From an optimization exercise on the open Yosys and OpenROAD flow, aimed at small area and a short achievable clock period; shortcuts taken in it are not production practice.
At most, simulation tests tie the RTL to the original design; equivalence was not proved.
No driver is modelled on the clock port, so clock power and skew are understated where the tree is cut down; a real chip needs a root buffer or a tree.
No activity file was given, so power comes from the tool's default toggle rates.

Setup of the previous run:
==> flow/design.v <==
module SPI (clk,rst_n,MOSI,MISO,SS_n,rx_data,rx_valid,tx_data,tx_valid);
input MOSI,SS_n,clk,rst_n;
output reg rx_valid;
output reg [9:0] rx_data;
input [7:0] tx_data;
input tx_valid;
output reg MISO;
reg chk, act, sh;
reg is_ra, is_rd;
reg rd_address_first;
reg [3:0] cnt;
wire send = act & is_rd & ~sh & tx_valid & ~cnt[3];
wire last_bit = cnt == 4'd9;
always @(posedge clk,negedge rst_n)
begin
    if(!rst_n) begin
        chk <= 1'b0;
        act <= 1'b0;
        sh <= 1'b0;
        rx_valid <= 1'b0;
        rd_address_first <= 1'b0;
        MISO <= 1'b0;
    end else begin
        chk <= ~SS_n & ~chk & ~act;
        act <= ~SS_n & (chk | act);
        sh <= ~SS_n & (chk | (sh & ~last_bit));
        rx_valid <= act & ~sh;
        if(act & is_ra)
            rd_address_first <= 1'b1;
        else if(act & is_rd)
            rd_address_first <= 1'b0;
        if(send)
            MISO <= tx_data[~cnt[2:0]];
    end
end
always @(posedge clk)
begin
    if(chk) begin
        is_ra <= MOSI & ~rd_address_first;
        is_rd <= MOSI & rd_address_first;
    end
    if(!act || (sh && last_bit))
        cnt <= 4'd0;
    else if(sh || send)
        cnt <= cnt + 4'd1;
    if(sh)
        rx_data <= {rx_data[8:0],MOSI};
end
endmodule
module RAM_pr2(clk,rst_n,din,rx_valid,dout,tx_valid);
input [9:0] din;
input rx_valid,clk,rst_n;
output [7:0] dout;
output reg tx_valid;
reg [21:0] rs;
reg [1:0] part;
reg [1:0] a10;
reg is21;
reg [7:0] cw;
reg valid;
reg [1:0] p3;         
reg [1:0] p4;         
reg match_r;
reg wbe;              
reg [7:0] rd_r;
reg rd_ok;
wire ld_addr = rx_valid & ~din[8];
wire wr = rx_valid & ~din[9] & din[8];
wire [5:0] h = din[7:2];
reg [2:0] d_hi;
reg [1:0] d_lo, d_part;
reg d_is21;
always @(*) begin
    d_is21 = 1'b0;
    if (h[1:0] != 2'd3) begin
        d_hi = {1'b0, h[5:4]}; d_lo = h[3:2]; d_part = h[1:0];
    end else if (h[3:2] != 2'd3) begin
        d_hi = 3'd4; d_lo = h[5:4]; d_part = h[3:2];
    end else if (h[5:4] != 2'd3) begin
        d_hi = 3'd5; d_lo = 2'd0; d_part = h[5:4];
    end else begin
        d_hi = 3'd5; d_lo = 2'd1; d_part = 2'd0; d_is21 = 1'b1;
    end
end
wire [1:0] p4_nx = p4 + 2'd1;
wire [1:0] p3_nx = (p4 == 2'd3) ? ((p3 == 2'd2) ? 2'd0 : p3 + 2'd1) : p3;
wire match_old = (p4_nx == a10) & (is21 | (p3_nx == part));
wire match_new = (p4_nx == din[1:0]) & (d_is21 | (p3_nx == d_part));
wire match_nx = ld_addr ? match_new : match_old;
wire fetch = rd_ok & ~valid;
wire valid_nx = wr | (~ld_addr & (valid | fetch));
assign dout = cw;
always @(posedge clk,negedge rst_n) begin
    if(!rst_n)
        tx_valid<=0;
    else if(rx_valid)
        tx_valid<=din[9]&din[8];
end
integer k;
always @(posedge clk) begin
    p4 <= p4_nx;
    p3 <= p3_nx;
    if(ld_addr) begin
        for (k = 0; k < 22; k = k + 1)
            rs[k] <= {d_hi, d_lo} == k;
        part <= d_part;
        a10 <= din[1:0];
        is21 <= d_is21;
    end
    match_r <= match_nx;
    valid <= valid_nx;
    wbe <= match_old & valid_nx;
    if(wr)
        cw <= din[7:0];
    else if(fetch)
        cw <= rd_r;
end
wire [7:0] last [0:21];
reg [7:0] rd;
integer g;
always @(*) begin
    rd = 8'd0;
    for (g = 0; g < 22; g = g + 1)
        rd = rd | ({8{rs[g]}} & last[g]);
end
always @(posedge clk) begin
    rd_r <= rd;
    rd_ok <= match_r & ~ld_addr;
end
genvar l;
generate
for (l = 0; l < 22; l = l + 1) begin : g_loop
    localparam N = (l == 21) ? 4 : 12;
    reg [8*N-1:0] w;
    wire sel = rs[l] & wbe;
    assign last[l] = w[8*N-8 +: 8];
    always @(posedge clk)
        w <= {w[8*N-9:0], sel ? cw : w[8*N-8 +: 8]};
end
endgenerate
endmodule
module Master(SS_n,MOSI,MISO,clk,rst_n);
input MOSI,SS_n,clk,rst_n;
 output MISO;
 wire rx_valid;
wire [9:0] rx_data;
wire [7:0] tx_data;
wire tx_valid;
 SPI   s1 (clk,rst_n,MOSI,MISO,SS_n,rx_data,rx_valid,tx_data,tx_valid);
RAM_pr2  R1(clk,rst_n,rx_data,rx_valid,tx_data,tx_valid);
endmodule
clock: 3.7 ns
lec_check: 0
abc_area: 1
cap_margin: 20
core_margin: 2
core_utilization: 60
cts_cluster_diameter: 100
cts_cluster_size: 30
place_density: 0.7
setup_slack_margin: 2.0
slew_margin: 20
standard.sh (not shown) runs the stock make flow with config.mk's settings and CLKGATE_MAP_FILE= SYNTH_SCRIPT=/design/flow/synth_recipe.tcl, a recipe that flattens the netlist after the stock synthesis.
==> flow/flow/run.sh <==
#!/bin/bash
# The standard layout, with the clock tree's top rebuilt after CTS
# (flow/post_cts.tcl, run by ORFS's POST_CTS_TCL hook). The ORFS run's
# output goes to standard_flow.log, its logs to orfs/logs.
set -euo pipefail
here=$(pwd)
export POST_CTS_TCL="$here/flow/post_cts.tcl"
bash standard.sh finish > "$here/standard_flow.log" 2>&1
Other scripts of this flow, unchanged in this note and not shown: flow/flow/post_cts.tcl, flow/flow/retree.tcl
#### Input delta (the current run over the previous run)
--- a/flow/design.v
+++ b/flow/design.v
@@ -61,8 +61,9 @@
 reg [1:0] p3;         
 reg [1:0] p4;         
 reg match_r;
 reg wbe;              
+reg wbe_n;            
 reg [7:0] rd_r;
 reg rd_ok;
 wire ld_addr = rx_valid & ~din[8];
 wire wr = rx_valid & ~din[9] & din[8];
@@ -109,8 +110,9 @@
     end
     match_r <= match_nx;
     valid <= valid_nx;
     wbe <= match_old & valid_nx;
+    wbe_n <= ~(match_old & valid_nx);
     if(wr)
         cw <= din[7:0];
     else if(fetch)
         cw <= rd_r;
@@ -132,11 +134,12 @@
 for (l = 0; l < 22; l = l + 1) begin : g_loop
     localparam N = (l == 21) ? 4 : 12;
     reg [8*N-1:0] w;
     wire sel = rs[l] & wbe;
+    wire keep = ~rs[l] | wbe_n;
     assign last[l] = w[8*N-8 +: 8];
     always @(posedge clk)
-        w <= {w[8*N-9:0], sel ? cw : w[8*N-8 +: 8]};
+        w <= {w[8*N-9:0], ({8{sel}} & cw) | ({8{keep}} & w[8*N-8 +: 8])};
 end
 endgenerate
 endmodule
 module Master(SS_n,MOSI,MISO,clk,rst_n);
==> comparison <==
Sort the current run and the previous run by instance count after placement with tap cells included, ascending, and the previous run comes first.
Per the comparison of the current run with the previous run, overall via count from detail_route increased 4.3%; total power per unit cell area ~0 delta; adder-cell share of the synthesized area about even; per-instance average area after synthesis fell by 0.78%.
Re maximum clock frequency: the current run is about 2.5% down on the previous run.
Going from the previous run to the current run, wire length on met3 grows by about 36%.
The previous run ended up with met2 as its busiest layer in global routing; the current run ended up with met1.
Fraction of final layout cells sized beyond drive strength 1 in the current run is 0.17 points below the previous run.
Cmp the current run vs the previous run: length of routed met2 wiring lower in the current run
The previous run → the current run: global-route usage decreased 0.44 points, total power of the final layout shows an increase of 0.00035 W.
The RTL of the current run was laid out without a check of its function.

==> re-timing with driven ports <==
The results above use ideal ports. As a check the final layouts listed here were re-extracted and re-timed, cells and wires unchanged.
Step 1: set_driving_cell puts a clkbuf_16 on clk and a buf_2 on each other input, an assumption about the parent block.
Step 2 adds t to the input delays and takes it off the output delays; t is the mean of the earliest and latest rising clock arrival at the registers after step 1. Input paths then give back, and output paths get back, about the clock's delay inside the block.
a / b / c = ideal ports / drivers / drivers and shift; a / b = the first two.
| run | t, ns | setup WS [ns] | worst setup path at the end | clock arrival spread, ns | cell pins on the clock port's net |
|---|---|---|---|---|---|
| the previous run | 0.625 | 1.913 / 1.780 / 1.983 | register to register | 0.043 / 0.043 | 4 |
| the current run | 0.635 | 1.868 / 1.733 / 2.028 | input to register | 0.051 / 0.052 | 4 |
After both steps setup and hold are still met in every run listed.
